This design comes from an exercise in tuning for small area and a short achievable clock period on the open sky130 flow, not from production work. No functional check of the RTL was part of any run shown here. Power figures rest on the tool's default switching activity, not on a simulated workload.

## flow/design.v (module list and top-level ports; edited modules follow where they fit)
// module mul8: 14 lines
// module mul16: 1120 lines
// module mul16_fa: 4 lines
// module mul16_cpa: 171 lines
// module mul16_xnor: 3 lines
module mul16(
    input clk,
    input logic[15:0] a,
    input logic[15:0] b,
    output logic[31:0] r
);
  // ...
==> flow/flow/run.sh <==
#!/bin/bash
# The standard layout (the standard.sh, standard synthesis unchanged), except that
# the port buffers are sky130_fd_sc_hd__buf_2 cells instead of the resizer's default pick
# (a clkdlybuf4s50_1 delay cell). Every input and output port still gets its buffer.
set -uo pipefail
export BUFFER_PORTS_ARGS="-buffer_cell sky130_fd_sc_hd__buf_2"
bash standard.sh > standard.log 2>&1
==> flow/standard.sh <==
#!/bin/bash
# synth_recipe.tcl (not shown) runs the flow's synth.tcl, then flattens the netlist and writes it again
# the make line also repeats each setting of config.mk as NAME=value (left out here)
make -C /OpenROAD-flow-scripts/flow DESIGN_CONFIG=/design/flow/config.mk WORK_HOME=/design/flow/orfs CLKGATE_MAP_FILE= SYNTH_SCRIPT=/design/flow/synth_recipe.tcl "${@:-finish}"
==> flow/config.mk <==
export PLATFORM = sky130hd
export DESIGN_NAME = mul16
export DESIGN_NICKNAME = mul16
export VERILOG_FILES = /design/flow/design.v
export SDC_FILE = /design/flow/constraint.sdc
export NUM_CORES = 4
export LEC_CHECK = 0
export CAP_MARGIN = 20
export CORE_MARGIN = 2
export CORE_UTILIZATION = 40
export CTS_BUF_LIST = sky130_fd_sc_hd__clkbuf_8
export CTS_CLUSTER_SIZE = 12
export SETUP_SLACK_MARGIN = 2.2
export SLEW_MARGIN = 20
export SYNTH_HIERARCHICAL = 1
export SYNTH_MINIMUM_KEEP_SIZE = 0
==> flow/constraint.sdc <==
create_clock -name core_clock -period 5.5 [get_ports {clk}]
set_input_delay 1.1000 -clock core_clock [delete_from_list [all_inputs] [get_ports {clk}]]
set_output_delay 1.1000 -clock core_clock [all_outputs]
set_load 0.01 [all_outputs]
==> out/results.tsv, run 1 <==
stage	metric	value	unit
status	run_status	timing/DRC/antenna clean	
cells_and_area	final_nets	1082	
floorplan	ios	65	
cells_and_area	regArea	2484	µm²
floorplan	n_tap_cell	285	
cts	clkSlewWorstSetupHoldPaths	0.08	ns
global_route	grt_pass1_wl	32.98	mm
cells_and_area	seq_share	24.86	%
cells_and_area	clock_cell_area_share	4.522	%
sta	worst_pin_slew	0.8940	ns
floorplan	num_rows	55	
job	maxCapViolCount	0	
pwr	seq_power_share	19.3	%
sta	finalSetupTns	0	ns
detailed_routing	ant_nets	0	
pwr	pg_clk	916	µW
cells_and_area	largestRegisters	q: 92 flops, r: 32 flops	
cts	numCtsBuffers	17	
pwr	powerDensity	764.6	nW/µm²
synth	syn-num-nets	1087	
detailed_routing	vias	5708	
global_route	antenna_found_initial	0	
critical_path	slowest_stage	fa_2	
sta	slew_violations	0	
synth	ys_warn_count	7	
floorplan	die_area	24220	µm²
pwr	p_int	4442	µW
cells_and_area	largest_register_ffs	92	
sta	grt_setup_unrepaired	yes	
pwr	top_power_group	combinational logic	
critical_path	cp_common_cell	fa_2	
cts	cts_root_buf	clkbuf_8	
==> inputs of run 2 (changes only) <==
==> flow/design.v (replaced) <==
module mul8(
    input clk,
    input logic[7:0] a,
    input logic[7:0] b,
    output logic[15:0] r
);
    logic[15:0] r_temp;
    always @(*) begin
        r_temp = a*b;
    end
    always_ff  @(posedge clk) begin
        r <= r_temp;
    end
endmodule
module mul16(
    input clk,
    input logic[15:0] a,
    input logic[15:0] b,
    output logic[31:0] r
);
    wire pp0_0;
    wire pp0_1;
    wire pp0_2;
    wire pp0_3;
    wire pp0_4;
    wire pp0_5;
    wire pp0_6;
    wire pp0_7;
    wire pp0_8;
    wire pp0_9;
    wire pp0_10;
    wire pp0_11;
    wire pp0_12;
    wire pp0_13;
    wire pp0_14;
    wire pp0_15;
    wire pp1_0;
    wire pp1_1;
    wire pp1_2;
    wire pp1_3;
    wire pp1_4;
    wire pp1_5;
    wire pp1_6;
    wire pp1_7;
    wire pp1_8;
    wire pp1_9;
    wire pp1_10;
    wire pp1_11;
    wire pp1_12;
    wire pp1_13;
    wire pp1_14;
    wire pp1_15;
    wire pp2_0;
    wire pp2_1;
    wire pp2_2;
    wire pp2_3;
    wire pp2_4;
    wire pp2_5;
    wire pp2_6;
    wire pp2_7;
    wire pp2_8;
    wire pp2_9;
    wire pp2_10;
    wire pp2_11;
    wire pp2_12;
    wire pp2_13;
    wire pp2_14;
    wire pp2_15;
    wire pp3_0;
    wire pp3_1;
    wire pp3_2;
    wire pp3_3;
    wire pp3_4;
    wire pp3_5;
    wire pp3_6;
    wire pp3_7;
    wire pp3_8;
    wire pp3_9;
    wire pp3_10;
    wire pp3_11;
    wire pp3_12;
    wire pp3_13;
    wire pp3_14;
    wire pp3_15;
    wire pp4_0;
    wire pp4_1;
    wire pp4_2;
    wire pp4_3;
    wire pp4_4;
    wire pp4_5;
    wire pp4_6;
    wire pp4_7;
    wire pp4_8;
    wire pp4_9;
    wire pp4_10;
    wire pp4_11;
    wire pp4_12;
    wire pp4_13;
    wire pp4_14;
    wire pp4_15;
    wire pp5_0;
    wire pp5_1;
    wire pp5_2;
    wire pp5_3;
    wire pp5_4;
    wire pp5_5;
    wire pp5_6;
    wire pp5_7;
    wire pp5_8;
    wire pp5_9;
    wire pp5_10;
    wire pp5_11;
    wire pp5_12;
    wire pp5_13;
    wire pp5_14;
    wire pp5_15;
    wire pp6_0;
    wire pp6_1;
    wire pp6_2;
    wire pp6_3;
    wire pp6_4;
    wire pp6_5;
    wire pp6_6;
    wire pp6_7;
    wire pp6_8;
    wire pp6_9;
    wire pp6_10;
    wire pp6_11;
    wire pp6_12;
    wire pp6_13;
    wire pp6_14;
    wire pp6_15;
    wire pp7_0;
    wire pp7_1;
    wire pp7_2;
    wire pp7_3;
    wire pp7_4;
    wire pp7_5;
    wire pp7_6;
    wire pp7_7;
    wire pp7_8;
    wire pp7_9;
    wire pp7_10;
    wire pp7_11;
    wire pp7_12;
    wire pp7_13;
    wire pp7_14;
    wire pp7_15;
    wire pp8_0;
    wire pp8_1;
    wire pp8_2;
    wire pp8_3;
    wire pp8_4;
    wire pp8_5;
    wire pp8_6;
    wire pp8_7;
    wire pp8_8;
    wire pp8_9;
    wire pp8_10;
    wire pp8_11;
    wire pp8_12;
    wire pp8_13;
    wire pp8_14;
    wire pp8_15;
    wire pp9_0;
    wire pp9_1;
    wire pp9_2;
    wire pp9_3;
    wire pp9_4;
    wire pp9_5;
    wire pp9_6;
    wire pp9_7;
    wire pp9_8;
    wire pp9_9;
    wire pp9_10;
    wire pp9_11;
    wire pp9_12;
    wire pp9_13;
    wire pp9_14;
    wire pp9_15;
    wire pp10_0;
    wire pp10_1;
    wire pp10_2;
    wire pp10_3;
    wire pp10_4;
    wire pp10_5;
    wire pp10_6;
    wire pp10_7;
    wire pp10_8;
    wire pp10_9;
    wire pp10_10;
    wire pp10_11;
    wire pp10_12;
    wire pp10_13;
    wire pp10_14;
    wire pp10_15;
    wire pp11_0;
    wire pp11_1;
    wire pp11_2;
    wire pp11_3;
    wire pp11_4;
    wire pp11_5;
    wire pp11_6;
    wire pp11_7;
    wire pp11_8;
    wire pp11_9;
    wire pp11_10;
    wire pp11_11;
    wire pp11_12;
    wire pp11_13;
    wire pp11_14;
    wire pp11_15;
    wire pp12_0;
    wire pp12_1;
    wire pp12_2;
    wire pp12_3;
    wire pp12_4;
    wire pp12_5;
    wire pp12_6;
    wire pp12_7;
    wire pp12_8;
    wire pp12_9;
    wire pp12_10;
    wire pp12_11;
    wire pp12_12;
    wire pp12_13;
    wire pp12_14;
    wire pp12_15;
    wire pp13_0;
    wire pp13_1;
    wire pp13_2;
    wire pp13_3;
    wire pp13_4;
    wire pp13_5;
    wire pp13_6;
    wire pp13_7;
    wire pp13_8;
    wire pp13_9;
    wire pp13_10;
    wire pp13_11;
    wire pp13_12;
    wire pp13_13;
    wire pp13_14;
    wire pp13_15;
    wire pp14_0;
    wire pp14_1;
    wire pp14_2;
    wire pp14_3;
    wire pp14_4;
    wire pp14_5;
    wire pp14_6;
    wire pp14_7;
    wire pp14_8;
    wire pp14_9;
    wire pp14_10;
    wire pp14_11;
    wire pp14_12;
    wire pp14_13;
    wire pp14_14;
    wire pp14_15;
    wire pp15_0;
    wire pp15_1;
    wire pp15_2;
    wire pp15_3;
    wire pp15_4;
    wire pp15_5;
    wire pp15_6;
    wire pp15_7;
    wire pp15_8;
    wire pp15_9;
    wire pp15_10;
    wire pp15_11;
    wire pp15_12;
    wire pp15_13;
    wire pp15_14;
    wire pp15_15;
    wire s1, c2;
    wire s3, c4;
    wire s5, c6;
    wire s7, c8;
    wire s9, c10;
    wire s11, c12;
    wire s13, c14;
    wire s15, c16;
    wire s17, c18;
    wire s19, c20;
    wire s21, c22;
    wire s23, c24;
    wire s25, c26;
    wire s27, c28;
    wire s29, c30;
    wire s31, c32;
    wire s33, c34;
    wire s35, c36;
    wire s37, c38;
    wire s39, c40;
    wire s41, c42;
    wire s43, c44;
    wire s45, c46;
    wire s47, c48;
    wire s49, c50;
    wire s51, c52;
    wire s53, c54;
    wire s55, c56;
    wire s57, c58;
    wire s59, c60;
    wire s61, c62;
    wire s63, c64;
    wire s65, c66;
    wire s67, c68;
    wire s69, c70;
    wire s71, c72;
    wire s73, c74;
    wire s75, c76;
    wire s77, c78;
    wire s79, c80;
    wire s81, c82;
    wire s83, c84;
    wire s85, c86;
    wire s87, c88;
    wire s89, c90;
    wire s91, c92;
    wire s93, c94;
    wire s95, c96;
    wire s97, c98;
    wire s99, c100;
    wire s101, c102;
    wire s103, c104;
    wire s105, c106;
    wire s107, c108;
    wire s109, c110;
    wire s111, c112;
    wire s113, c114;
    wire s115, c116;
    wire s117, c118;
    wire s119, c120;
    wire s121, c122;
    wire s123, c124;
    wire s125, c126;
    wire s127, c128;
    wire s129, c130;
    wire s131, c132;
    wire s133, c134;
    wire s135, c136;
    wire s137, c138;
    wire s139, c140;
    wire s141, c142;
    wire s143, c144;
    wire s145, c146;
    wire s147, c148;
    wire s149, c150;
    wire s151, c152;
    wire s153, c154;
    wire s155, c156;
    wire s157, c158;
    wire s159, c160;
    wire s161, c162;
    wire s163, c164;
    wire s165, c166;
    wire s167, c168;
    wire s169, c170;
    wire s171, c172;
    wire s173, c174;
    wire s175, c176;
    wire s177, c178;
    wire s179, c180;
    wire s181, c182;
    wire s183, c184;
    wire s185, c186;
    wire s187, c188;
    wire s189, c190;
    wire s191, c192;
    wire s193, c194;
    wire s195, c196;
    wire s197, c198;
    wire s199, c200;
    wire s201, c202;
    wire s203, c204;
    wire s205, c206;
    wire s207, c208;
    wire s209, c210;
    wire s211, c212;
    wire s213, c214;
    wire s215, c216;
    wire s217, c218;
    wire s219, c220;
    wire s221, c222;
    wire s223, c224;
    wire s225, c226;
    wire s227, c228;
    wire s229, c230;
    wire s231, c232;
    wire s233, c234;
    wire s235, c236;
    wire s237, c238;
    wire s239, c240;
    wire s241, c242;
    wire s243, c244;
    wire s245, c246;
    wire s247, c248;
    wire s249, c250;
    wire s251, c252;
    wire s253, c254;
    wire s255, c256;
    wire s257, c258;
    wire s259, c260;
    wire s261, c262;
    wire s263, c264;
    wire s265, c266;
    wire s267, c268;
    wire s269, c270;
    wire s271, c272;
    wire s273, c274;
    wire s275, c276;
    wire s277, c278;
    wire s279, c280;
    wire s281, c282;
    wire s283, c284;
    wire s285, c286;
    wire s287, c288;
    wire s289, c290;
    wire s291, c292;
    wire s293, c294;
    wire s295, c296;
    wire s297, c298;
    wire s299, c300;
    wire s301, c302;
    wire s303, c304;
    wire s305, c306;
    wire s307, c308;
    wire s309, c310;
    wire s311, c312;
    wire s313, c314;
    wire s315, c316;
    wire s317, c318;
    wire s319, c320;
    wire s321, c322;
    wire s323, c324;
    wire s325, c326;
    wire s327, c328;
    wire s329, c330;
    wire s331, c332;
    wire s333, c334;
    wire s335, c336;
    wire s337, c338;
    wire s339, c340;
    wire s341, c342;
    wire s343, c344;
    wire s345, c346;
    wire s347, c348;
    wire s349, c350;
    wire s351, c352;
    wire s353, c354;
    wire s355, c356;
    wire s357, c358;
    wire s359, c360;
    wire s361, c362;
    wire s363, c364;
    wire s365, c366;
    wire s367, c368;
    wire s369, c370;
    wire s447, c448;
    wire s449, c450;
    wire s451, c452;
    wire s453, c454;
    wire s455, c456;
    wire s457, c458;
    wire s459, c460;
    wire s461, c462;
    wire s463, c464;
    wire s465, c466;
    wire s467, c468;
    wire s469, c470;
    wire s471, c472;
    wire s473, c474;
    wire s475, c476;
    wire s477, c478;
    wire s479, c480;
    wire s481, c482;
    wire s483, c484;
    wire s485, c486;
    wire s487, c488;
    wire s489, c490;
    wire s491, c492;
    wire s493, c494;
    wire s495, c496;
    wire s497, c498;
    wire s499, c500;
    wire s501, c502;
    wire s503, c504;
    wire s505, c506;
    logic [75:0] q;
    wire q371 = q[0];
    wire q372 = q[1];
    wire q373 = q[2];
    wire q374 = q[3];
    wire q375 = q[4];
    wire q376 = q[5];
    wire q377 = q[6];
    wire q378 = q[7];
    wire q379 = q[8];
    wire q380 = q[9];
    wire q381 = q[10];
    wire q382 = q[11];
    wire q383 = q[12];
    wire q384 = q[13];
    wire q385 = q[14];
    wire q386 = q[15];
    wire q387 = q[16];
    wire q388 = q[17];
    wire q389 = q[18];
    wire q390 = q[19];
    wire q391 = q[20];
    wire q392 = q[21];
    wire q393 = q[22];
    wire q394 = q[23];
    wire q395 = q[24];
    wire q396 = q[25];
    wire q397 = q[26];
    wire q398 = q[27];
    wire q399 = q[28];
    wire q400 = q[29];
    wire q401 = q[30];
    wire q402 = q[31];
    wire q403 = q[32];
    wire q404 = q[33];
    wire q405 = q[34];
    wire q406 = q[35];
    wire q407 = q[36];
    wire q408 = q[37];
    wire q409 = q[38];
    wire q410 = q[39];
    wire q411 = q[40];
    wire q412 = q[41];
    wire q413 = q[42];
    wire q414 = q[43];
    wire q415 = q[44];
    wire q416 = q[45];
    wire q417 = q[46];
    wire q418 = q[47];
    wire q419 = q[48];
    wire q420 = q[49];
    wire q421 = q[50];
    wire q422 = q[51];
    wire q423 = q[52];
    wire q424 = q[53];
    wire q425 = q[54];
    wire q426 = q[55];
    wire q427 = q[56];
    wire q428 = q[57];
    wire q429 = q[58];
    wire q430 = q[59];
    wire q431 = q[60];
    wire q432 = q[61];
    wire q433 = q[62];
    wire q434 = q[63];
    wire q435 = q[64];
    wire q436 = q[65];
    wire q437 = q[66];
    wire q438 = q[67];
    wire q439 = q[68];
    wire q440 = q[69];
    wire q441 = q[70];
    wire q442 = q[71];
    wire q443 = q[72];
    wire q444 = q[73];
    wire q445 = q[74];
    wire q446 = q[75];
    wire [31:0] xn = {1'b1, q445, q443, q441, q439, q437, q436, c504, c502, s501, s499, c494, c490, s489, c482, s479, s475, s471, s467, c460, s459, s455, s453, s451, s449, q380, q376, q375, q374, q373, q372, q371};
    wire [31:0] yn = {1'b1, q446, q444, q442, q440, q438, c506, s505, s503, c500, c498, s497, s493, c486, s485, s481, c472, c468, c464, s463, s457, c454, c452, c450, c448, s447, 1'b1, 1'b1, 1'b1, 1'b1, 1'b1, 1'b1};
    assign pp0_0 = ~(a[0] & b[0]);
    assign pp0_1 = ~(a[0] & b[1]);
    assign pp0_2 = ~(a[0] & b[2]);
    assign pp0_3 = ~(a[0] & b[3]);
    assign pp0_4 = ~(a[0] & b[4]);
    assign pp0_5 = ~(a[0] & b[5]);
    assign pp0_6 = ~(a[0] & b[6]);
    assign pp0_7 = ~(a[0] & b[7]);
    assign pp0_8 = ~(a[0] & b[8]);
    assign pp0_9 = ~(a[0] & b[9]);
    assign pp0_10 = ~(a[0] & b[10]);
    assign pp0_11 = ~(a[0] & b[11]);
    assign pp0_12 = ~(a[0] & b[12]);
    assign pp0_13 = ~(a[0] & b[13]);
    assign pp0_14 = ~(a[0] & b[14]);
    assign pp0_15 = ~(a[0] & b[15]);
    assign pp1_0 = ~(a[1] & b[0]);
    assign pp1_1 = ~(a[1] & b[1]);
    assign pp1_2 = ~(a[1] & b[2]);
    assign pp1_3 = ~(a[1] & b[3]);
    assign pp1_4 = ~(a[1] & b[4]);
    assign pp1_5 = ~(a[1] & b[5]);
    assign pp1_6 = ~(a[1] & b[6]);
    assign pp1_7 = ~(a[1] & b[7]);
    assign pp1_8 = ~(a[1] & b[8]);
    assign pp1_9 = ~(a[1] & b[9]);
    assign pp1_10 = ~(a[1] & b[10]);
    assign pp1_11 = ~(a[1] & b[11]);
    assign pp1_12 = ~(a[1] & b[12]);
    assign pp1_13 = ~(a[1] & b[13]);
    assign pp1_14 = ~(a[1] & b[14]);
    assign pp1_15 = ~(a[1] & b[15]);
    assign pp2_0 = ~(a[2] & b[0]);
    assign pp2_1 = ~(a[2] & b[1]);
    assign pp2_2 = ~(a[2] & b[2]);
    assign pp2_3 = ~(a[2] & b[3]);
    assign pp2_4 = ~(a[2] & b[4]);
    assign pp2_5 = ~(a[2] & b[5]);
    assign pp2_6 = ~(a[2] & b[6]);
    assign pp2_7 = ~(a[2] & b[7]);
    assign pp2_8 = ~(a[2] & b[8]);
    assign pp2_9 = ~(a[2] & b[9]);
    assign pp2_10 = ~(a[2] & b[10]);
    assign pp2_11 = ~(a[2] & b[11]);
    assign pp2_12 = ~(a[2] & b[12]);
    assign pp2_13 = ~(a[2] & b[13]);
    assign pp2_14 = ~(a[2] & b[14]);
    assign pp2_15 = ~(a[2] & b[15]);
    assign pp3_0 = ~(a[3] & b[0]);
    assign pp3_1 = ~(a[3] & b[1]);
    assign pp3_2 = ~(a[3] & b[2]);
    assign pp3_3 = ~(a[3] & b[3]);
    assign pp3_4 = ~(a[3] & b[4]);
    assign pp3_5 = ~(a[3] & b[5]);
    assign pp3_6 = ~(a[3] & b[6]);
    assign pp3_7 = ~(a[3] & b[7]);
    assign pp3_8 = ~(a[3] & b[8]);
    assign pp3_9 = ~(a[3] & b[9]);
    assign pp3_10 = ~(a[3] & b[10]);
    assign pp3_11 = ~(a[3] & b[11]);
    assign pp3_12 = ~(a[3] & b[12]);
    assign pp3_13 = ~(a[3] & b[13]);
    assign pp3_14 = ~(a[3] & b[14]);
    assign pp3_15 = ~(a[3] & b[15]);
    assign pp4_0 = ~(a[4] & b[0]);
    assign pp4_1 = ~(a[4] & b[1]);
    assign pp4_2 = ~(a[4] & b[2]);
    assign pp4_3 = ~(a[4] & b[3]);
    assign pp4_4 = ~(a[4] & b[4]);
    assign pp4_5 = ~(a[4] & b[5]);
    assign pp4_6 = ~(a[4] & b[6]);
    assign pp4_7 = ~(a[4] & b[7]);
    assign pp4_8 = ~(a[4] & b[8]);
    assign pp4_9 = ~(a[4] & b[9]);
    assign pp4_10 = ~(a[4] & b[10]);
    assign pp4_11 = ~(a[4] & b[11]);
    assign pp4_12 = ~(a[4] & b[12]);
    assign pp4_13 = ~(a[4] & b[13]);
    assign pp4_14 = ~(a[4] & b[14]);
    assign pp4_15 = ~(a[4] & b[15]);
    assign pp5_0 = ~(a[5] & b[0]);
    assign pp5_1 = ~(a[5] & b[1]);
    assign pp5_2 = ~(a[5] & b[2]);
    assign pp5_3 = ~(a[5] & b[3]);
    assign pp5_4 = ~(a[5] & b[4]);
    assign pp5_5 = ~(a[5] & b[5]);
    assign pp5_6 = ~(a[5] & b[6]);
    assign pp5_7 = ~(a[5] & b[7]);
    assign pp5_8 = ~(a[5] & b[8]);
    assign pp5_9 = ~(a[5] & b[9]);
    assign pp5_10 = ~(a[5] & b[10]);
    assign pp5_11 = ~(a[5] & b[11]);
    assign pp5_12 = ~(a[5] & b[12]);
    assign pp5_13 = ~(a[5] & b[13]);
    assign pp5_14 = ~(a[5] & b[14]);
    assign pp5_15 = ~(a[5] & b[15]);
    assign pp6_0 = ~(a[6] & b[0]);
    assign pp6_1 = ~(a[6] & b[1]);
    assign pp6_2 = ~(a[6] & b[2]);
    assign pp6_3 = ~(a[6] & b[3]);
    assign pp6_4 = ~(a[6] & b[4]);
    assign pp6_5 = ~(a[6] & b[5]);
    assign pp6_6 = ~(a[6] & b[6]);
    assign pp6_7 = ~(a[6] & b[7]);
    assign pp6_8 = ~(a[6] & b[8]);
    assign pp6_9 = ~(a[6] & b[9]);
    assign pp6_10 = ~(a[6] & b[10]);
    assign pp6_11 = ~(a[6] & b[11]);
    assign pp6_12 = ~(a[6] & b[12]);
    assign pp6_13 = ~(a[6] & b[13]);
    assign pp6_14 = ~(a[6] & b[14]);
    assign pp6_15 = ~(a[6] & b[15]);
    assign pp7_0 = ~(a[7] & b[0]);
    assign pp7_1 = ~(a[7] & b[1]);
    assign pp7_2 = ~(a[7] & b[2]);
    assign pp7_3 = ~(a[7] & b[3]);
    assign pp7_4 = ~(a[7] & b[4]);
    assign pp7_5 = ~(a[7] & b[5]);
    assign pp7_6 = ~(a[7] & b[6]);
    assign pp7_7 = ~(a[7] & b[7]);
    assign pp7_8 = ~(a[7] & b[8]);
    assign pp7_9 = ~(a[7] & b[9]);
    assign pp7_10 = ~(a[7] & b[10]);
    assign pp7_11 = ~(a[7] & b[11]);
    assign pp7_12 = ~(a[7] & b[12]);
    assign pp7_13 = ~(a[7] & b[13]);
    assign pp7_14 = ~(a[7] & b[14]);
    assign pp7_15 = ~(a[7] & b[15]);
    assign pp8_0 = ~(a[8] & b[0]);
    assign pp8_1 = ~(a[8] & b[1]);
    assign pp8_2 = ~(a[8] & b[2]);
    assign pp8_3 = ~(a[8] & b[3]);
    assign pp8_4 = ~(a[8] & b[4]);
    assign pp8_5 = ~(a[8] & b[5]);
    assign pp8_6 = ~(a[8] & b[6]);
    assign pp8_7 = ~(a[8] & b[7]);
    assign pp8_8 = ~(a[8] & b[8]);
    assign pp8_9 = ~(a[8] & b[9]);
    assign pp8_10 = ~(a[8] & b[10]);
    assign pp8_11 = ~(a[8] & b[11]);
    assign pp8_12 = ~(a[8] & b[12]);
    assign pp8_13 = ~(a[8] & b[13]);
    assign pp8_14 = ~(a[8] & b[14]);
    assign pp8_15 = ~(a[8] & b[15]);
    assign pp9_0 = ~(a[9] & b[0]);
    assign pp9_1 = ~(a[9] & b[1]);
    assign pp9_2 = ~(a[9] & b[2]);
    assign pp9_3 = ~(a[9] & b[3]);
    assign pp9_4 = ~(a[9] & b[4]);
    assign pp9_5 = ~(a[9] & b[5]);
    assign pp9_6 = ~(a[9] & b[6]);
    assign pp9_7 = ~(a[9] & b[7]);
    assign pp9_8 = ~(a[9] & b[8]);
    assign pp9_9 = ~(a[9] & b[9]);
    assign pp9_10 = ~(a[9] & b[10]);
    assign pp9_11 = ~(a[9] & b[11]);
    assign pp9_12 = ~(a[9] & b[12]);
    assign pp9_13 = ~(a[9] & b[13]);
    assign pp9_14 = ~(a[9] & b[14]);
    assign pp9_15 = ~(a[9] & b[15]);
    assign pp10_0 = ~(a[10] & b[0]);
    assign pp10_1 = ~(a[10] & b[1]);
    assign pp10_2 = ~(a[10] & b[2]);
    assign pp10_3 = ~(a[10] & b[3]);
    assign pp10_4 = ~(a[10] & b[4]);
    assign pp10_5 = ~(a[10] & b[5]);
    assign pp10_6 = ~(a[10] & b[6]);
    assign pp10_7 = ~(a[10] & b[7]);
    assign pp10_8 = ~(a[10] & b[8]);
    assign pp10_9 = ~(a[10] & b[9]);
    assign pp10_10 = ~(a[10] & b[10]);
    assign pp10_11 = ~(a[10] & b[11]);
    assign pp10_12 = ~(a[10] & b[12]);
    assign pp10_13 = ~(a[10] & b[13]);
    assign pp10_14 = ~(a[10] & b[14]);
    assign pp10_15 = ~(a[10] & b[15]);
    assign pp11_0 = ~(a[11] & b[0]);
    assign pp11_1 = ~(a[11] & b[1]);
    assign pp11_2 = ~(a[11] & b[2]);
    assign pp11_3 = ~(a[11] & b[3]);
    assign pp11_4 = ~(a[11] & b[4]);
    assign pp11_5 = ~(a[11] & b[5]);
    assign pp11_6 = ~(a[11] & b[6]);
    assign pp11_7 = ~(a[11] & b[7]);
    assign pp11_8 = ~(a[11] & b[8]);
    assign pp11_9 = ~(a[11] & b[9]);
    assign pp11_10 = ~(a[11] & b[10]);
    assign pp11_11 = ~(a[11] & b[11]);
    assign pp11_12 = ~(a[11] & b[12]);
    assign pp11_13 = ~(a[11] & b[13]);
    assign pp11_14 = ~(a[11] & b[14]);
    assign pp11_15 = ~(a[11] & b[15]);
    assign pp12_0 = ~(a[12] & b[0]);
    assign pp12_1 = ~(a[12] & b[1]);
    assign pp12_2 = ~(a[12] & b[2]);
    assign pp12_3 = ~(a[12] & b[3]);
    assign pp12_4 = ~(a[12] & b[4]);
    assign pp12_5 = ~(a[12] & b[5]);
    assign pp12_6 = ~(a[12] & b[6]);
    assign pp12_7 = ~(a[12] & b[7]);
    assign pp12_8 = ~(a[12] & b[8]);
    assign pp12_9 = ~(a[12] & b[9]);
    assign pp12_10 = ~(a[12] & b[10]);
    assign pp12_11 = ~(a[12] & b[11]);
    assign pp12_12 = ~(a[12] & b[12]);
    assign pp12_13 = ~(a[12] & b[13]);
    assign pp12_14 = ~(a[12] & b[14]);
    assign pp12_15 = ~(a[12] & b[15]);
    assign pp13_0 = ~(a[13] & b[0]);
    assign pp13_1 = ~(a[13] & b[1]);
    assign pp13_2 = ~(a[13] & b[2]);
    assign pp13_3 = ~(a[13] & b[3]);
    assign pp13_4 = ~(a[13] & b[4]);
    assign pp13_5 = ~(a[13] & b[5]);
    assign pp13_6 = ~(a[13] & b[6]);
    assign pp13_7 = ~(a[13] & b[7]);
    assign pp13_8 = ~(a[13] & b[8]);
    assign pp13_9 = ~(a[13] & b[9]);
    assign pp13_10 = ~(a[13] & b[10]);
    assign pp13_11 = ~(a[13] & b[11]);
    assign pp13_12 = ~(a[13] & b[12]);
    assign pp13_13 = ~(a[13] & b[13]);
    assign pp13_14 = ~(a[13] & b[14]);
    assign pp13_15 = ~(a[13] & b[15]);
    assign pp14_0 = ~(a[14] & b[0]);
    assign pp14_1 = ~(a[14] & b[1]);
    assign pp14_2 = ~(a[14] & b[2]);
    assign pp14_3 = ~(a[14] & b[3]);
    assign pp14_4 = ~(a[14] & b[4]);
    assign pp14_5 = ~(a[14] & b[5]);
    assign pp14_6 = ~(a[14] & b[6]);
    assign pp14_7 = ~(a[14] & b[7]);
    assign pp14_8 = ~(a[14] & b[8]);
    assign pp14_9 = ~(a[14] & b[9]);
    assign pp14_10 = ~(a[14] & b[10]);
    assign pp14_11 = ~(a[14] & b[11]);
    assign pp14_12 = ~(a[14] & b[12]);
    assign pp14_13 = ~(a[14] & b[13]);
    assign pp14_14 = ~(a[14] & b[14]);
    assign pp14_15 = ~(a[14] & b[15]);
    assign pp15_0 = ~(a[15] & b[0]);
    assign pp15_1 = ~(a[15] & b[1]);
    assign pp15_2 = ~(a[15] & b[2]);
    assign pp15_3 = ~(a[15] & b[3]);
    assign pp15_4 = ~(a[15] & b[4]);
    assign pp15_5 = ~(a[15] & b[5]);
    assign pp15_6 = ~(a[15] & b[6]);
    assign pp15_7 = ~(a[15] & b[7]);
    assign pp15_8 = ~(a[15] & b[8]);
    assign pp15_9 = ~(a[15] & b[9]);
    assign pp15_10 = ~(a[15] & b[10]);
    assign pp15_11 = ~(a[15] & b[11]);
    assign pp15_12 = ~(a[15] & b[12]);
    assign pp15_13 = ~(a[15] & b[13]);
    assign pp15_14 = ~(a[15] & b[14]);
    assign pp15_15 = ~(a[15] & b[15]);
    mul16_xnor us1 (.x(pp0_1), .y(pp1_0), .s(s1));
    assign c2 = pp0_1 | pp1_0;
    mul16_fa us3 (.x(pp0_2), .y(pp1_1), .z(pp2_0), .s(s3), .c(c4));
    mul16_xnor us5 (.x(c2), .y(s3), .s(s5));
    assign c6 = c2 | s3;
    mul16_fa us7 (.x(pp0_3), .y(pp1_2), .z(pp2_1), .s(s7), .c(c8));
    mul16_fa us9 (.x(pp3_0), .y(c4), .z(s7), .s(s9), .c(c10));
    mul16_xnor us11 (.x(c6), .y(s9), .s(s11));
    assign c12 = c6 | s9;
    mul16_fa us13 (.x(pp0_4), .y(pp1_3), .z(pp2_2), .s(s13), .c(c14));
    mul16_fa us15 (.x(pp3_1), .y(pp4_0), .z(c8), .s(s15), .c(c16));
    mul16_fa us17 (.x(s13), .y(s15), .z(c10), .s(s17), .c(c18));
    mul16_xnor us19 (.x(c12), .y(s17), .s(s19));
    assign c20 = c12 | s17;
    mul16_fa us21 (.x(pp0_5), .y(pp1_4), .z(pp2_3), .s(s21), .c(c22));
    mul16_fa us23 (.x(pp3_2), .y(pp4_1), .z(pp5_0), .s(s23), .c(c24));
    mul16_fa us25 (.x(c14), .y(s21), .z(s23), .s(s25), .c(c26));
    mul16_fa us27 (.x(c16), .y(s25), .z(c18), .s(s27), .c(c28));
    mul16_xnor us29 (.x(c20), .y(s27), .s(s29));
    assign c30 = c20 | s27;
    mul16_fa us31 (.x(pp0_6), .y(pp1_5), .z(pp2_4), .s(s31), .c(c32));
    mul16_fa us33 (.x(pp3_3), .y(pp4_2), .z(pp5_1), .s(s33), .c(c34));
    mul16_fa us35 (.x(pp6_0), .y(c22), .z(c24), .s(s35), .c(c36));
    mul16_fa us37 (.x(s31), .y(s33), .z(c26), .s(s37), .c(c38));
    mul16_fa us39 (.x(pp0_7), .y(pp1_6), .z(pp2_5), .s(s39), .c(c40));
    mul16_fa us41 (.x(pp3_4), .y(pp4_3), .z(pp5_2), .s(s41), .c(c42));
    mul16_fa us43 (.x(pp6_1), .y(pp7_0), .z(c32), .s(s43), .c(c44));
    mul16_fa us45 (.x(c34), .y(s39), .z(s41), .s(s45), .c(c46));
    mul16_fa us47 (.x(c36), .y(s43), .z(s45), .s(s47), .c(c48));
    mul16_fa us49 (.x(pp0_8), .y(pp1_7), .z(pp2_6), .s(s49), .c(c50));
    mul16_fa us51 (.x(pp3_5), .y(pp4_4), .z(pp5_3), .s(s51), .c(c52));
    mul16_fa us53 (.x(pp6_2), .y(pp7_1), .z(pp8_0), .s(s53), .c(c54));
    mul16_fa us55 (.x(c40), .y(c42), .z(s49), .s(s55), .c(c56));
    mul16_fa us57 (.x(s51), .y(s53), .z(c44), .s(s57), .c(c58));
    mul16_fa us59 (.x(c46), .y(s55), .z(s57), .s(s59), .c(c60));
    mul16_fa us61 (.x(pp0_9), .y(pp1_8), .z(pp2_7), .s(s61), .c(c62));
    mul16_fa us63 (.x(pp3_6), .y(pp4_5), .z(pp5_4), .s(s63), .c(c64));
    mul16_fa us65 (.x(pp6_3), .y(pp7_2), .z(pp8_1), .s(s65), .c(c66));
    mul16_fa us67 (.x(pp9_0), .y(c50), .z(c52), .s(s67), .c(c68));
    mul16_fa us69 (.x(c54), .y(s61), .z(s63), .s(s69), .c(c70));
    mul16_fa us71 (.x(s65), .y(c56), .z(s67), .s(s71), .c(c72));
    mul16_fa us73 (.x(s69), .y(c58), .z(s71), .s(s73), .c(c74));
    mul16_fa us75 (.x(pp0_10), .y(pp1_9), .z(pp2_8), .s(s75), .c(c76));
    mul16_fa us77 (.x(pp3_7), .y(pp4_6), .z(pp5_5), .s(s77), .c(c78));
    mul16_fa us79 (.x(pp6_4), .y(pp7_3), .z(pp8_2), .s(s79), .c(c80));
    mul16_fa us81 (.x(pp9_1), .y(pp10_0), .z(c62), .s(s81), .c(c82));
    mul16_fa us83 (.x(c64), .y(c66), .z(s75), .s(s83), .c(c84));
    mul16_fa us85 (.x(s77), .y(s79), .z(c68), .s(s85), .c(c86));
    mul16_fa us87 (.x(s81), .y(c70), .z(s83), .s(s87), .c(c88));
    mul16_fa us89 (.x(s85), .y(c72), .z(s87), .s(s89), .c(c90));
    mul16_fa us91 (.x(pp0_11), .y(pp1_10), .z(pp2_9), .s(s91), .c(c92));
    mul16_fa us93 (.x(pp3_8), .y(pp4_7), .z(pp5_6), .s(s93), .c(c94));
    mul16_fa us95 (.x(pp6_5), .y(pp7_4), .z(pp8_3), .s(s95), .c(c96));
    mul16_fa us97 (.x(pp9_2), .y(pp10_1), .z(pp11_0), .s(s97), .c(c98));
    mul16_fa us99 (.x(c76), .y(c78), .z(c80), .s(s99), .c(c100));
    mul16_fa us101 (.x(s91), .y(s93), .z(s95), .s(s101), .c(c102));
    mul16_fa us103 (.x(s97), .y(c82), .z(c84), .s(s103), .c(c104));
    mul16_fa us105 (.x(s99), .y(s101), .z(c86), .s(s105), .c(c106));
    mul16_fa us107 (.x(pp0_12), .y(pp1_11), .z(pp2_10), .s(s107), .c(c108));
    mul16_fa us109 (.x(pp3_9), .y(pp4_8), .z(pp5_7), .s(s109), .c(c110));
    mul16_fa us111 (.x(pp6_6), .y(pp7_5), .z(pp8_4), .s(s111), .c(c112));
    mul16_fa us113 (.x(pp9_3), .y(pp10_2), .z(pp11_1), .s(s113), .c(c114));
    mul16_fa us115 (.x(pp12_0), .y(c92), .z(c94), .s(s115), .c(c116));
    mul16_fa us117 (.x(c96), .y(c98), .z(s107), .s(s117), .c(c118));
    mul16_fa us119 (.x(s109), .y(s111), .z(s113), .s(s119), .c(c120));
    mul16_fa us121 (.x(c100), .y(s115), .z(c102), .s(s121), .c(c122));
    mul16_fa us123 (.x(s117), .y(s119), .z(c104), .s(s123), .c(c124));
    mul16_fa us125 (.x(pp0_13), .y(pp1_12), .z(pp2_11), .s(s125), .c(c126));
    mul16_fa us127 (.x(pp3_10), .y(pp4_9), .z(pp5_8), .s(s127), .c(c128));
    mul16_fa us129 (.x(pp6_7), .y(pp7_6), .z(pp8_5), .s(s129), .c(c130));
    mul16_fa us131 (.x(pp9_4), .y(pp10_3), .z(pp11_2), .s(s131), .c(c132));
    mul16_fa us133 (.x(pp12_1), .y(pp13_0), .z(c108), .s(s133), .c(c134));
    mul16_fa us135 (.x(c110), .y(c112), .z(c114), .s(s135), .c(c136));
    mul16_fa us137 (.x(s125), .y(s127), .z(s129), .s(s137), .c(c138));
    mul16_fa us139 (.x(s131), .y(c116), .z(s133), .s(s139), .c(c140));
    mul16_fa us141 (.x(c118), .y(c120), .z(s135), .s(s141), .c(c142));
    mul16_fa us143 (.x(s137), .y(c122), .z(s139), .s(s143), .c(c144));
    mul16_fa us145 (.x(pp0_14), .y(pp1_13), .z(pp2_12), .s(s145), .c(c146));
    mul16_fa us147 (.x(pp3_11), .y(pp4_10), .z(pp5_9), .s(s147), .c(c148));
    mul16_fa us149 (.x(pp6_8), .y(pp7_7), .z(pp8_6), .s(s149), .c(c150));
    mul16_fa us151 (.x(pp9_5), .y(pp10_4), .z(pp11_3), .s(s151), .c(c152));
    mul16_fa us153 (.x(pp12_2), .y(pp13_1), .z(pp14_0), .s(s153), .c(c154));
    mul16_fa us155 (.x(c126), .y(c128), .z(c130), .s(s155), .c(c156));
    mul16_fa us157 (.x(c132), .y(s145), .z(s147), .s(s157), .c(c158));
    mul16_fa us159 (.x(s149), .y(s151), .z(s153), .s(s159), .c(c160));
    mul16_fa us161 (.x(c134), .y(c136), .z(c138), .s(s161), .c(c162));
    mul16_fa us163 (.x(s155), .y(s157), .z(s159), .s(s163), .c(c164));
    mul16_fa us165 (.x(c140), .y(c142), .z(s161), .s(s165), .c(c166));
    mul16_fa us167 (.x(pp0_15), .y(pp1_14), .z(pp2_13), .s(s167), .c(c168));
    mul16_fa us169 (.x(pp3_12), .y(pp4_11), .z(pp5_10), .s(s169), .c(c170));
    mul16_fa us171 (.x(pp6_9), .y(pp7_8), .z(pp8_7), .s(s171), .c(c172));
    mul16_fa us173 (.x(pp9_6), .y(pp10_5), .z(pp11_4), .s(s173), .c(c174));
    mul16_fa us175 (.x(pp12_3), .y(pp13_2), .z(pp14_1), .s(s175), .c(c176));
    mul16_fa us177 (.x(pp15_0), .y(c146), .z(c148), .s(s177), .c(c178));
    mul16_fa us179 (.x(c150), .y(c152), .z(c154), .s(s179), .c(c180));
    mul16_fa us181 (.x(s167), .y(s169), .z(s171), .s(s181), .c(c182));
    mul16_fa us183 (.x(s173), .y(s175), .z(c156), .s(s183), .c(c184));
    mul16_fa us185 (.x(c158), .y(s177), .z(c160), .s(s185), .c(c186));
    mul16_fa us187 (.x(s179), .y(s181), .z(s183), .s(s187), .c(c188));
    mul16_fa us189 (.x(c162), .y(c164), .z(s185), .s(s189), .c(c190));
    mul16_fa us191 (.x(pp1_15), .y(pp2_14), .z(pp3_13), .s(s191), .c(c192));
    mul16_fa us193 (.x(pp4_12), .y(pp5_11), .z(pp6_10), .s(s193), .c(c194));
    mul16_fa us195 (.x(pp7_9), .y(pp8_8), .z(pp9_7), .s(s195), .c(c196));
    mul16_fa us197 (.x(pp10_6), .y(pp11_5), .z(pp12_4), .s(s197), .c(c198));
    mul16_fa us199 (.x(pp13_3), .y(pp14_2), .z(pp15_1), .s(s199), .c(c200));
    mul16_fa us201 (.x(c168), .y(c170), .z(c172), .s(s201), .c(c202));
    mul16_fa us203 (.x(c174), .y(c176), .z(s191), .s(s203), .c(c204));
    mul16_fa us205 (.x(s193), .y(s195), .z(s197), .s(s205), .c(c206));
    mul16_fa us207 (.x(s199), .y(c178), .z(c180), .s(s207), .c(c208));
    mul16_fa us209 (.x(c182), .y(s201), .z(s203), .s(s209), .c(c210));
    mul16_fa us211 (.x(s205), .y(c184), .z(s207), .s(s211), .c(c212));
    mul16_fa us213 (.x(pp2_15), .y(pp3_14), .z(pp4_13), .s(s213), .c(c214));
    mul16_fa us215 (.x(pp5_12), .y(pp6_11), .z(pp7_10), .s(s215), .c(c216));
    mul16_fa us217 (.x(pp8_9), .y(pp9_8), .z(pp10_7), .s(s217), .c(c218));
    mul16_fa us219 (.x(pp11_6), .y(pp12_5), .z(pp13_4), .s(s219), .c(c220));
    mul16_fa us221 (.x(pp14_3), .y(pp15_2), .z(c192), .s(s221), .c(c222));
    mul16_fa us223 (.x(c194), .y(c196), .z(c198), .s(s223), .c(c224));
    mul16_fa us225 (.x(c200), .y(s213), .z(s215), .s(s225), .c(c226));
    mul16_fa us227 (.x(s217), .y(s219), .z(c202), .s(s227), .c(c228));
    mul16_fa us229 (.x(s221), .y(c204), .z(c206), .s(s229), .c(c230));
    mul16_fa us231 (.x(s223), .y(s225), .z(c208), .s(s231), .c(c232));
    mul16_fa us233 (.x(s227), .y(c210), .z(s229), .s(s233), .c(c234));
    mul16_fa us235 (.x(pp3_15), .y(pp4_14), .z(pp5_13), .s(s235), .c(c236));
    mul16_fa us237 (.x(pp6_12), .y(pp7_11), .z(pp8_10), .s(s237), .c(c238));
    mul16_fa us239 (.x(pp9_9), .y(pp10_8), .z(pp11_7), .s(s239), .c(c240));
    mul16_fa us241 (.x(pp12_6), .y(pp13_5), .z(pp14_4), .s(s241), .c(c242));
    mul16_fa us243 (.x(pp15_3), .y(c214), .z(c216), .s(s243), .c(c244));
    mul16_fa us245 (.x(c218), .y(c220), .z(s235), .s(s245), .c(c246));
    mul16_fa us247 (.x(s237), .y(s239), .z(s241), .s(s247), .c(c248));
    mul16_fa us249 (.x(c222), .y(c224), .z(c226), .s(s249), .c(c250));
    mul16_fa us251 (.x(s243), .y(s245), .z(s247), .s(s251), .c(c252));
    mul16_fa us253 (.x(c228), .y(c230), .z(s249), .s(s253), .c(c254));
    mul16_fa us255 (.x(pp4_15), .y(pp5_14), .z(pp6_13), .s(s255), .c(c256));
    mul16_fa us257 (.x(pp7_12), .y(pp8_11), .z(pp9_10), .s(s257), .c(c258));
    mul16_fa us259 (.x(pp10_9), .y(pp11_8), .z(pp12_7), .s(s259), .c(c260));
    mul16_fa us261 (.x(pp13_6), .y(pp14_5), .z(pp15_4), .s(s261), .c(c262));
    mul16_fa us263 (.x(c236), .y(c238), .z(c240), .s(s263), .c(c264));
    mul16_fa us265 (.x(c242), .y(s255), .z(s257), .s(s265), .c(c266));
    mul16_fa us267 (.x(s259), .y(s261), .z(c244), .s(s267), .c(c268));
    mul16_fa us269 (.x(c246), .y(c248), .z(s263), .s(s269), .c(c270));
    mul16_fa us271 (.x(s265), .y(s267), .z(c250), .s(s271), .c(c272));
    mul16_fa us273 (.x(pp5_15), .y(pp6_14), .z(pp7_13), .s(s273), .c(c274));
    mul16_fa us275 (.x(pp8_12), .y(pp9_11), .z(pp10_10), .s(s275), .c(c276));
    mul16_fa us277 (.x(pp11_9), .y(pp12_8), .z(pp13_7), .s(s277), .c(c278));
    mul16_fa us279 (.x(pp14_6), .y(pp15_5), .z(c256), .s(s279), .c(c280));
    mul16_fa us281 (.x(c258), .y(c260), .z(c262), .s(s281), .c(c282));
    mul16_fa us283 (.x(s273), .y(s275), .z(s277), .s(s283), .c(c284));
    mul16_fa us285 (.x(c264), .y(s279), .z(c266), .s(s285), .c(c286));
    mul16_fa us287 (.x(s281), .y(s283), .z(c268), .s(s287), .c(c288));
    mul16_fa us289 (.x(pp6_15), .y(pp7_14), .z(pp8_13), .s(s289), .c(c290));
    mul16_fa us291 (.x(pp9_12), .y(pp10_11), .z(pp11_10), .s(s291), .c(c292));
    mul16_fa us293 (.x(pp12_9), .y(pp13_8), .z(pp14_7), .s(s293), .c(c294));
    mul16_fa us295 (.x(pp15_6), .y(c274), .z(c276), .s(s295), .c(c296));
    mul16_fa us297 (.x(c278), .y(s289), .z(s291), .s(s297), .c(c298));
    mul16_fa us299 (.x(s293), .y(c280), .z(c282), .s(s299), .c(c300));
    mul16_fa us301 (.x(s295), .y(c284), .z(s297), .s(s301), .c(c302));
    mul16_fa us303 (.x(c286), .y(s299), .z(s301), .s(s303), .c(c304));
    mul16_fa us305 (.x(pp7_15), .y(pp8_14), .z(pp9_13), .s(s305), .c(c306));
    mul16_fa us307 (.x(pp10_12), .y(pp11_11), .z(pp12_10), .s(s307), .c(c308));
    mul16_fa us309 (.x(pp13_9), .y(pp14_8), .z(pp15_7), .s(s309), .c(c310));
    mul16_fa us311 (.x(c290), .y(c292), .z(c294), .s(s311), .c(c312));
    mul16_fa us313 (.x(s305), .y(s307), .z(s309), .s(s313), .c(c314));
    mul16_fa us315 (.x(c296), .y(c298), .z(s311), .s(s315), .c(c316));
    mul16_fa us317 (.x(s313), .y(c300), .z(c302), .s(s317), .c(c318));
    mul16_fa us319 (.x(pp8_15), .y(pp9_14), .z(pp10_13), .s(s319), .c(c320));
    mul16_fa us321 (.x(pp11_12), .y(pp12_11), .z(pp13_10), .s(s321), .c(c322));
    mul16_fa us323 (.x(pp14_9), .y(pp15_8), .z(c306), .s(s323), .c(c324));
    mul16_fa us325 (.x(c308), .y(c310), .z(s319), .s(s325), .c(c326));
    mul16_fa us327 (.x(s321), .y(c312), .z(s323), .s(s327), .c(c328));
    mul16_fa us329 (.x(c314), .y(s325), .z(c316), .s(s329), .c(c330));
    mul16_fa us331 (.x(pp9_15), .y(pp10_14), .z(pp11_13), .s(s331), .c(c332));
    mul16_fa us333 (.x(pp12_12), .y(pp13_11), .z(pp14_10), .s(s333), .c(c334));
    mul16_fa us335 (.x(pp15_9), .y(c320), .z(c322), .s(s335), .c(c336));
    mul16_fa us337 (.x(s331), .y(s333), .z(c324), .s(s337), .c(c338));
    mul16_fa us339 (.x(c326), .y(s335), .z(c328), .s(s339), .c(c340));
    mul16_fa us341 (.x(pp10_15), .y(pp11_14), .z(pp12_13), .s(s341), .c(c342));
    mul16_fa us343 (.x(pp13_12), .y(pp14_11), .z(pp15_10), .s(s343), .c(c344));
    mul16_fa us345 (.x(c332), .y(c334), .z(s341), .s(s345), .c(c346));
    mul16_fa us347 (.x(s343), .y(c336), .z(s345), .s(s347), .c(c348));
    mul16_fa us349 (.x(c338), .y(s347), .z(c340), .s(s349), .c(c350));
    mul16_fa us351 (.x(pp11_15), .y(pp12_14), .z(pp13_13), .s(s351), .c(c352));
    mul16_fa us353 (.x(pp14_12), .y(pp15_11), .z(c342), .s(s353), .c(c354));
    mul16_fa us355 (.x(c344), .y(s351), .z(s353), .s(s355), .c(c356));
    mul16_fa us357 (.x(c346), .y(s355), .z(c348), .s(s357), .c(c358));
    mul16_fa us359 (.x(pp12_15), .y(pp13_14), .z(pp14_13), .s(s359), .c(c360));
    mul16_fa us361 (.x(pp15_12), .y(c352), .z(s359), .s(s361), .c(c362));
    mul16_fa us363 (.x(c354), .y(s361), .z(c356), .s(s363), .c(c364));
    mul16_fa us365 (.x(pp13_15), .y(pp14_14), .z(pp15_13), .s(s365), .c(c366));
    mul16_fa us367 (.x(c360), .y(s365), .z(c362), .s(s367), .c(c368));
    mul16_fa us369 (.x(pp14_15), .y(pp15_14), .z(c366), .s(s369), .c(c370));
    mul16_fa us447 (.x(q377), .y(q378), .z(q379), .s(s447), .c(c448));
    mul16_xnor us449 (.x(q381), .y(q382), .s(s449));
    assign c450 = q381 | q382;
    mul16_xnor us451 (.x(q383), .y(q384), .s(s451));
    assign c452 = q383 | q384;
    mul16_xnor us453 (.x(q385), .y(q386), .s(s453));
    assign c454 = q385 | q386;
    mul16_xnor us455 (.x(q387), .y(q388), .s(s455));
    assign c456 = q387 | q388;
    mul16_fa us457 (.x(q389), .y(q390), .z(q391), .s(s457), .c(c458));
    mul16_xnor us459 (.x(q392), .y(c456), .s(s459));
    assign c460 = q392 | c456;
    mul16_fa us461 (.x(q393), .y(q394), .z(q395), .s(s461), .c(c462));
    mul16_xnor us463 (.x(c458), .y(s461), .s(s463));
    assign c464 = c458 | s461;
    mul16_fa us465 (.x(q396), .y(q397), .z(q398), .s(s465), .c(c466));
    mul16_xnor us467 (.x(c462), .y(s465), .s(s467));
    assign c468 = c462 | s465;
    mul16_fa us469 (.x(q399), .y(q400), .z(q401), .s(s469), .c(c470));
    mul16_xnor us471 (.x(c466), .y(s469), .s(s471));
    assign c472 = c466 | s469;
    mul16_fa us473 (.x(q402), .y(q403), .z(q404), .s(s473), .c(c474));
    mul16_xnor us475 (.x(c470), .y(s473), .s(s475));
    assign c476 = c470 | s473;
    mul16_fa us477 (.x(q405), .y(q406), .z(q407), .s(s477), .c(c478));
    mul16_fa us479 (.x(q408), .y(q409), .z(c474), .s(s479), .c(c480));
    mul16_xnor us481 (.x(s477), .y(c476), .s(s481));
    assign c482 = s477 | c476;
    mul16_fa us483 (.x(q410), .y(q411), .z(q412), .s(s483), .c(c484));
    mul16_fa us485 (.x(c478), .y(s483), .z(c480), .s(s485), .c(c486));
    mul16_fa us487 (.x(q413), .y(q414), .z(q415), .s(s487), .c(c488));
    mul16_fa us489 (.x(q416), .y(c484), .z(s487), .s(s489), .c(c490));
    mul16_fa us491 (.x(q417), .y(q418), .z(q419), .s(s491), .c(c492));
    mul16_fa us493 (.x(q420), .y(c488), .z(s491), .s(s493), .c(c494));
    mul16_fa us495 (.x(q421), .y(q422), .z(q423), .s(s495), .c(c496));
    mul16_fa us497 (.x(q424), .y(c492), .z(s495), .s(s497), .c(c498));
    mul16_fa us499 (.x(q425), .y(q426), .z(c496), .s(s499), .c(c500));
    mul16_fa us501 (.x(q427), .y(q428), .z(q429), .s(s501), .c(c502));
    mul16_fa us503 (.x(q430), .y(q431), .z(q432), .s(s503), .c(c504));
    mul16_fa us505 (.x(q433), .y(q434), .z(q435), .s(s505), .c(c506));
    wire [25:0] cg, cp, cs;
    assign cg[0] = xn[6] & yn[6];
    assign cp[0] = xn[6] ^ yn[6];
    assign cg[1] = xn[7] & yn[7];
    assign cp[1] = xn[7] ^ yn[7];
    assign cg[2] = xn[8] & yn[8];
    assign cp[2] = xn[8] ^ yn[8];
    assign cg[3] = xn[9] & yn[9];
    assign cp[3] = xn[9] ^ yn[9];
    assign cg[4] = xn[10] & yn[10];
    assign cp[4] = xn[10] ^ yn[10];
    assign cg[5] = xn[11] & yn[11];
    assign cp[5] = xn[11] ^ yn[11];
    assign cg[6] = xn[12] & yn[12];
    assign cp[6] = xn[12] ^ yn[12];
    assign cg[7] = xn[13] & yn[13];
    assign cp[7] = xn[13] ^ yn[13];
    assign cg[8] = xn[14] & yn[14];
    assign cp[8] = xn[14] ^ yn[14];
    assign cg[9] = xn[15] & yn[15];
    assign cp[9] = xn[15] ^ yn[15];
    assign cg[10] = xn[16] & yn[16];
    assign cp[10] = xn[16] ^ yn[16];
    assign cg[11] = xn[17] & yn[17];
    assign cp[11] = xn[17] ^ yn[17];
    assign cg[12] = xn[18] & yn[18];
    assign cp[12] = xn[18] ^ yn[18];
    assign cg[13] = xn[19] & yn[19];
    assign cp[13] = xn[19] ^ yn[19];
    assign cg[14] = xn[20] & yn[20];
    assign cp[14] = xn[20] ^ yn[20];
    assign cg[15] = xn[21] & yn[21];
    assign cp[15] = xn[21] ^ yn[21];
    assign cg[16] = xn[22] & yn[22];
    assign cp[16] = xn[22] ^ yn[22];
    assign cg[17] = xn[23] & yn[23];
    assign cp[17] = xn[23] ^ yn[23];
    assign cg[18] = xn[24] & yn[24];
    assign cp[18] = xn[24] ^ yn[24];
    assign cg[19] = xn[25] & yn[25];
    assign cp[19] = xn[25] ^ yn[25];
    assign cg[20] = xn[26] & yn[26];
    assign cp[20] = xn[26] ^ yn[26];
    assign cg[21] = xn[27] & yn[27];
    assign cp[21] = xn[27] ^ yn[27];
    assign cg[22] = xn[28] & yn[28];
    assign cp[22] = xn[28] ^ yn[28];
    assign cg[23] = xn[29] & yn[29];
    assign cp[23] = xn[29] ^ yn[29];
    assign cg[24] = xn[30] & yn[30];
    assign cp[24] = xn[30] ^ yn[30];
    assign cg[25] = xn[31] & yn[31];
    assign cp[25] = xn[31] ^ yn[31];
    mul16_cpa ucpa (.gi(cg), .pi(cp), .s(cs));
    wire [31:0] sum = {cs, ~xn[5], ~xn[4], ~xn[3], ~xn[2], ~xn[1], ~xn[0]};
    always_ff @(posedge clk) begin
        q <= {c370, pp15_15, c368, s369, c364, s367, c358, s363, c350, s357, s349, s339, c330, s337, s329, c318, s327, s317, c304, s315, s303, c288, c272, s287, s285, c270, s271, c254, s269, c252, s253, c234, c232, s251, s233, s231, c212, c190, s211, c188, s209, c186, s189, c166, s187, s165, c144, s163, s143, c124, s141, s123, c106, s121, c90, s105, s103, c88, s89, c74, s73, c60, s59, c48, s47, c38, c30, c28, s37, s35, s29, s19, s11, s5, s1, pp0_0};
        r <= sum;
    end
endmodule
module mul16_fa(input x, input y, input z, output s, output c);
    assign s = x ^ y ^ z;
    assign c = (x & y) | (x & z) | (y & z);
endmodule
module mul16_cpa(input [25:0] gi, input [25:0] pi, output [25:0] s);
    wire g0 = gi[0] | pi[0];
    wire p0 = pi[0];
    wire g1 = gi[1];
    wire p1 = pi[1];
    wire g2 = gi[2];
    wire p2 = pi[2];
    wire g3 = gi[3];
    wire p3 = pi[3];
    wire g4 = gi[4];
    wire p4 = pi[4];
    wire g5 = gi[5];
    wire p5 = pi[5];
    wire g6 = gi[6];
    wire p6 = pi[6];
    wire g7 = gi[7];
    wire p7 = pi[7];
    wire g8 = gi[8];
    wire p8 = pi[8];
    wire g9 = gi[9];
    wire p9 = pi[9];
    wire g10 = gi[10];
    wire p10 = pi[10];
    wire g11 = gi[11];
    wire p11 = pi[11];
    wire g12 = gi[12];
    wire p12 = pi[12];
    wire g13 = gi[13];
    wire p13 = pi[13];
    wire g14 = gi[14];
    wire p14 = pi[14];
    wire g15 = gi[15];
    wire p15 = pi[15];
    wire g16 = gi[16];
    wire p16 = pi[16];
    wire g17 = gi[17];
    wire p17 = pi[17];
    wire g18 = gi[18];
    wire p18 = pi[18];
    wire g19 = gi[19];
    wire p19 = pi[19];
    wire g20 = gi[20];
    wire p20 = pi[20];
    wire g21 = gi[21];
    wire p21 = pi[21];
    wire g22 = gi[22];
    wire p22 = pi[22];
    wire g23 = gi[23];
    wire p23 = pi[23];
    wire g24 = gi[24];
    wire p24 = pi[24];
    wire g25 = gi[25];
    wire p25 = pi[25];
    wire G1 = g1 | (p1 & g0);
    wire P1 = p1 & p0;
    wire G2 = g3 | (p3 & g2);
    wire P2 = p3 & p2;
    wire G3 = g5 | (p5 & g4);
    wire P3 = p5 & p4;
    wire G4 = g7 | (p7 & g6);
    wire P4 = p7 & p6;
    wire G5 = g9 | (p9 & g8);
    wire P5 = p9 & p8;
    wire G6 = g11 | (p11 & g10);
    wire P6 = p11 & p10;
    wire G7 = g13 | (p13 & g12);
    wire P7 = p13 & p12;
    wire G8 = g15 | (p15 & g14);
    wire P8 = p15 & p14;
    wire G9 = g17 | (p17 & g16);
    wire P9 = p17 & p16;
    wire G10 = g19 | (p19 & g18);
    wire P10 = p19 & p18;
    wire G11 = g21 | (p21 & g20);
    wire P11 = p21 & p20;
    wire G12 = g23 | (p23 & g22);
    wire P12 = p23 & p22;
    wire G13 = g25 | (p25 & g24);
    wire P13 = p25 & p24;
    wire G14 = G2 | (P2 & G1);
    wire P14 = P2 & P1;
    wire G15 = G4 | (P4 & G3);
    wire P15 = P4 & P3;
    wire G16 = G6 | (P6 & G5);
    wire P16 = P6 & P5;
    wire G17 = G8 | (P8 & G7);
    wire P17 = P8 & P7;
    wire G18 = G10 | (P10 & G9);
    wire P18 = P10 & P9;
    wire G19 = G12 | (P12 & G11);
    wire P19 = P12 & P11;
    wire G20 = G15 | (P15 & G14);
    wire P20 = P15 & P14;
    wire G21 = G17 | (P17 & G16);
    wire P21 = P17 & P16;
    wire G22 = G19 | (P19 & G18);
    wire P22 = P19 & P18;
    wire G23 = G21 | (P21 & G20);
    wire P23 = P21 & P20;
    wire G24 = G22 | (P22 & G23);
    wire P24 = P22 & P23;
    wire G25 = G16 | (P16 & G20);
    wire P25 = P16 & P20;
    wire G26 = G18 | (P18 & G23);
    wire P26 = P18 & P23;
    wire G27 = G3 | (P3 & G14);
    wire P27 = P3 & P14;
    wire G28 = G5 | (P5 & G20);
    wire P28 = P5 & P20;
    wire G29 = G7 | (P7 & G25);
    wire P29 = P7 & P25;
    wire G30 = G9 | (P9 & G23);
    wire P30 = P9 & P23;
    wire G31 = G11 | (P11 & G26);
    wire P31 = P11 & P26;
    wire G32 = G13 | (P13 & G24);
    wire P32 = P13 & P24;
    wire G33 = g2 | (p2 & G1);
    wire P33 = p2 & P1;
    wire G34 = g4 | (p4 & G14);
    wire P34 = p4 & P14;
    wire G35 = g6 | (p6 & G27);
    wire P35 = p6 & P27;
    wire G36 = g8 | (p8 & G20);
    wire P36 = p8 & P20;
    wire G37 = g10 | (p10 & G28);
    wire P37 = p10 & P28;
    wire G38 = g12 | (p12 & G25);
    wire P38 = p12 & P25;
    wire G39 = g14 | (p14 & G29);
    wire P39 = p14 & P29;
    wire G40 = g16 | (p16 & G23);
    wire P40 = p16 & P23;
    wire G41 = g18 | (p18 & G30);
    wire P41 = p18 & P30;
    wire G42 = g20 | (p20 & G26);
    wire P42 = p20 & P26;
    wire G43 = g22 | (p22 & G31);
    wire P43 = p22 & P31;
    wire G44 = g24 | (p24 & G24);
    wire P44 = p24 & P24;
    assign s = {~(p25 ^ G44), ~(p24 ^ G24), ~(p23 ^ G43), ~(p22 ^ G31), ~(p21 ^ G42), ~(p20 ^ G26), ~(p19 ^ G41), ~(p18 ^ G30), ~(p17 ^ G40), ~(p16 ^ G23), ~(p15 ^ G39), ~(p14 ^ G29), ~(p13 ^ G38), ~(p12 ^ G25), ~(p11 ^ G37), ~(p10 ^ G28), ~(p9 ^ G36), ~(p8 ^ G20), ~(p7 ^ G35), ~(p6 ^ G27), ~(p5 ^ G34), ~(p4 ^ G14), ~(p3 ^ G33), ~(p2 ^ G1), ~(p1 ^ g0), p0};
endmodule
module mul16_xnor(input x, input y, output s);
    assign s = ~(x ^ y);
endmodule
==> flow/config.mk (replaced) <==
export PLATFORM = sky130hd
export DESIGN_NAME = mul16
export DESIGN_NICKNAME = mul16
export VERILOG_FILES = /design/flow/design.v
export SDC_FILE = /design/flow/constraint.sdc
export NUM_CORES = 4
export LEC_CHECK = 0
export CAP_MARGIN = 20
export CORE_MARGIN = 2
export CORE_UTILIZATION = 40
export SETUP_SLACK_MARGIN = 2.0
export SLEW_MARGIN = 20
export SYNTH_HIERARCHICAL = 1
export SYNTH_MINIMUM_KEEP_SIZE = 0
==> run 2 against run 1 <==
Highest routed layer unchanged. Clock power down about 30%. First-iteration DRC count rose by 1.8%. Core utilization is 0.16 points lower. Still clean on timing, DRC and antenna. Critical endpoint is now q[65]. Clock skew shrank 0.0088 ns.
==> out/results.tsv, run 2 <==
stage	metric	value	unit	change
status	run_status	timing/DRC/antenna clean		unchanged
floorplan	die_h	151.9	µm	was 155.6 µm
cts	clkSlewWorstSetupHoldPaths	0.08	ns	about the same
synth	syn-num-nets	1070		was 1087
hold_path	hold_path.class	reg2reg		unchanged
cts	clk_path_buf_depth	2		unchanged
critical_path	cp-start-kind	input port		was register
global_route	antenna_found_initial	0		unchanged
global_route	grt_use_total	18.60	%	was 17.89%
cells_and_area	drive_above_1_share	15.93	%	was 17.32%
sta	fin_skew	0.007281	ns	was 0.01608 ns
cells_and_area	area_delta_synth_final	8.997	%	was 8.626%
cells_and_area	regArea	2163	µm²	was 2484 µm²
place	place_area	9159	µm²	was 9478 µm²
global_route	grt_overflow_total	0		unchanged
sta	fin_crit_sh	62.69	%	was 65.97%
detailed_routing	top_layer_used	met4		unchanged
pwr	p_int	3386	µW	was 4442 µW
cells_and_area	final_common_cell	nand2_1		unchanged
pwr	seq_power_share	21.7	%	was 19.3%
sta	grt_setup_unrepaired	no		was yes
sta	max_freq	290.0	MHz	was 275.6 MHz
cells_and_area	largestRegisters	q: 76 flops, r: 32 flops		was q: 92 flops, r: 32 flops
synth	synth_area_per_cell	10.95	µm²	was 11.09 µm²
floorplan	start_util	40.46	%	was 40.74%
global_route	grt_pass1_wl	33.27	mm	was 32.98 mm
detailed_routing	first_pass_iters	4		was 5
cells_and_area	largest_register_ffs	76		was 92
detailed_routing	drc_errors	0		unchanged
detailed_routing	vias	5563		was 5708
detailed_routing	wl_met2	9.476	mm	was 9.736 mm
detailed_routing	wl_per_cell	18.48	µm	was 18.26 µm
place	pre_cts_slack	1.673	ns	was 1.819 ns
place	dp_hpwl	15.34	mm	was 15.03 mm
sta	worst_slack	2.052	ns	was 1.872 ns
cts	tritoncts	built		unchanged
floorplan	die_w	151.9	µm	was 155.6 µm
cells_and_area	final_cell_mix	nand2_1, fa_1, dfxtp_1		unchanged
sta	finalHoldViolCount	0		unchanged
cts	clkSinkCount	108		was 124
floorplan	ios	65		unchanged
cts	htreeDepth	3		was 4
detailed_routing	viasPerCell	5.076		was 5.087
cells_and_area	final_nets	1082		unchanged
detailed_routing	drtIter0Drc	345		was 339
detailed_routing	dr_wl_met3	1.723	mm	was 1.658 mm
cts	cts_root_buf	clkbuf_16		was clkbuf_8
pwr	p_leak	0.003648	µW	was 0.003738 µW
sta	slew_violations	0		unchanged
synth	syn_area	8747	µm²	was 9196 µm²
pwr	powerDensity	650.8	nW/µm²	was 764.6 nW/µm²
cts	clk_latency	0.36	ns	was 0.45 ns
critical_path	cp-end-kind	register		unchanged
cells_and_area	multi_input_area	6295	µm²	was 6329 µm²
pwr	p_sw	2819	µW	was 3196 µW
detailed_routing	m1WireLength	8.811	mm	was 8.703 mm
critical_path	arrival	3.68	ns	was 3.97 ns
pwr	switching_share	45.43	%	was 41.84%
global_route	grt_pass1_vias	6052		was 6145
cells_and_area	nFillCells	2058		was 2109
critical_path	required	5.73	ns	was 5.84 ns
global_route	grt_max_degree	20		was 18
sta	slew_headroom	67.02	%	was 38.86%
sta	finalSetupViolCount	0		unchanged
critical_path	path_class	in2reg		was reg2reg
cells_and_area	largest_register	q		unchanged
cts	cts-hold-fix-buffers	0		unchanged
critical_path	path_max_fanout	16		was 3
synth	ys_warn_count	7		unchanged
job	maxCapViolCount	0		unchanged
cells_and_area	design_area	9534	µm²	was 9990 µm²
pwr	ir_worst_vdd	0.3331	mV	was 0.4477 mV
detailed_routing	ant_nets	0		unchanged
floorplan	num_rows	54		was 55
cells_and_area	post-route-util	44.10	%	was 44.26%
detailed_routing	drt_wl_total	20.26	mm	was 20.49 mm
pwr	power	6204	µW	was 7638 µW
synth	synthCells	799		was 829
floorplan	design.core.area	21620	µm²	was 22570 µm²
sta	finalSetupTns	0	ns	unchanged
cells_and_area	diodes	0		unchanged
sta	worst_pin_slew	0.4918	ns	was 0.8940 ns
pwr	p_clk_share	10.4	%	was 12.0%
place	routabilityCongestion	0.8771		was 0.7854
sta	min_period	3.448	ns	was 3.628 ns
place	io_buffers	64		unchanged
pwr	p_comb_share	67.9	%	was 68.7%
cts	numCtsBuffers	9		was 17
floorplan	die_area	23070	µm²	was 24220 µm²
## run 2: per-stage QoR
stage,hold WS (ns),instances
4_1_cts,0.3611,1094
3_5_place_dp,0.3436,1078
2_1_floorplan,0.3379,799
6_report,0.3595,1096
3_3_place_gp,0.3430,1078
5_1_grt,0.3745,1096
## run 2: path summary, 6_finish.rpt
path / end / slack (ns) / start / depth (start not counted)
hold reg to reg: r[1] / 0.36 / q[1] / 1
hold / removal: r[1] / 0.36 / q[1] / 1
setup / recovery: q[65] / 2.05 / a[13] / 7
setup reg to reg: r[27] / 2.17 / q[32] / 13
## run 2: final cells by class
class | instances | share of cell area (%)
multi-input combinational | 601 | 66.02
sequential | 108 | 22.69
tap | 280 | 3.675
timing repair buffer | 66 | 3.570
clock buffer | 10 | 2.507
inverter | 25 | 0.9843
clock inverter | 6 | 0.5512
## run 2: worst max-delay path: stages
cell     delay (ns)
buf_2          0.35
nand2_1        0.15
fa_2           0.42
fa_2           0.38
fa_2           0.40
fa_2           0.37
fa_1           0.49
## run 2: power groups by stage
stage | clock (µW) | sequential, µW | combinational (µW)
final | 644 | 1350 | 4210
after global routing | 708 | 1390 | 4820
after CTS | 670 | 1350 | 4140
after detailed placement | 0 | 1370 | 3990
after global placement | 0 | 1360 | 3920
after floorplan | 0 | 1410 | 2920
## run 2: per-layer routing
metal	global-route usage [%]	vias to the layer above
met4	4.094	0
met2	28.29	214
li1	-	2432
met3	5.134	15
met5	0	-
met1	26.86	2902
## run 2: what timing repair did
item / CTS / global route
pin swaps: 2 / 7
endpoints found under the setup margin: 7 / 10
setup buffers: 0 / 2
gates resized for setup: 5 / 11

-- port drivers added, routing unchanged --
The flow's constraints put no driver on any port. The routed layouts listed below were extracted and timed again, unchanged, in two steps. Step 1: set_driving_cell puts a clkbuf_16 on clk and a buf_2 on each other input, an assumption about the parent block. Step 2 moves the port delays by t, midway between the first and last clock arrival at a register: inputs arrive t later, outputs are due t later. That takes back most of the time a late clock gives input paths. a / b / c = no drivers / after step 1 / after step 2; a / b = the first two.
| run | t, ns | setup slack, ns | slew at the worst register clock pin (ns) | pins driven straight from the clock port |
|---|---|---|---|---|
| run 1 | 0.484 | 1.872 / 1.872 / 1.872 | 0.08 / 0.08 | 1 |
| run 2 | 0.400 | 2.052 / 2.074 / 1.674 | 0.08 / 0.08 | 1 |
After both steps setup and hold are still met in every run listed. For run 2, which loses most, drivers alone change the setup slack by +0.022 ns; drivers and shift together by -0.378 ns.
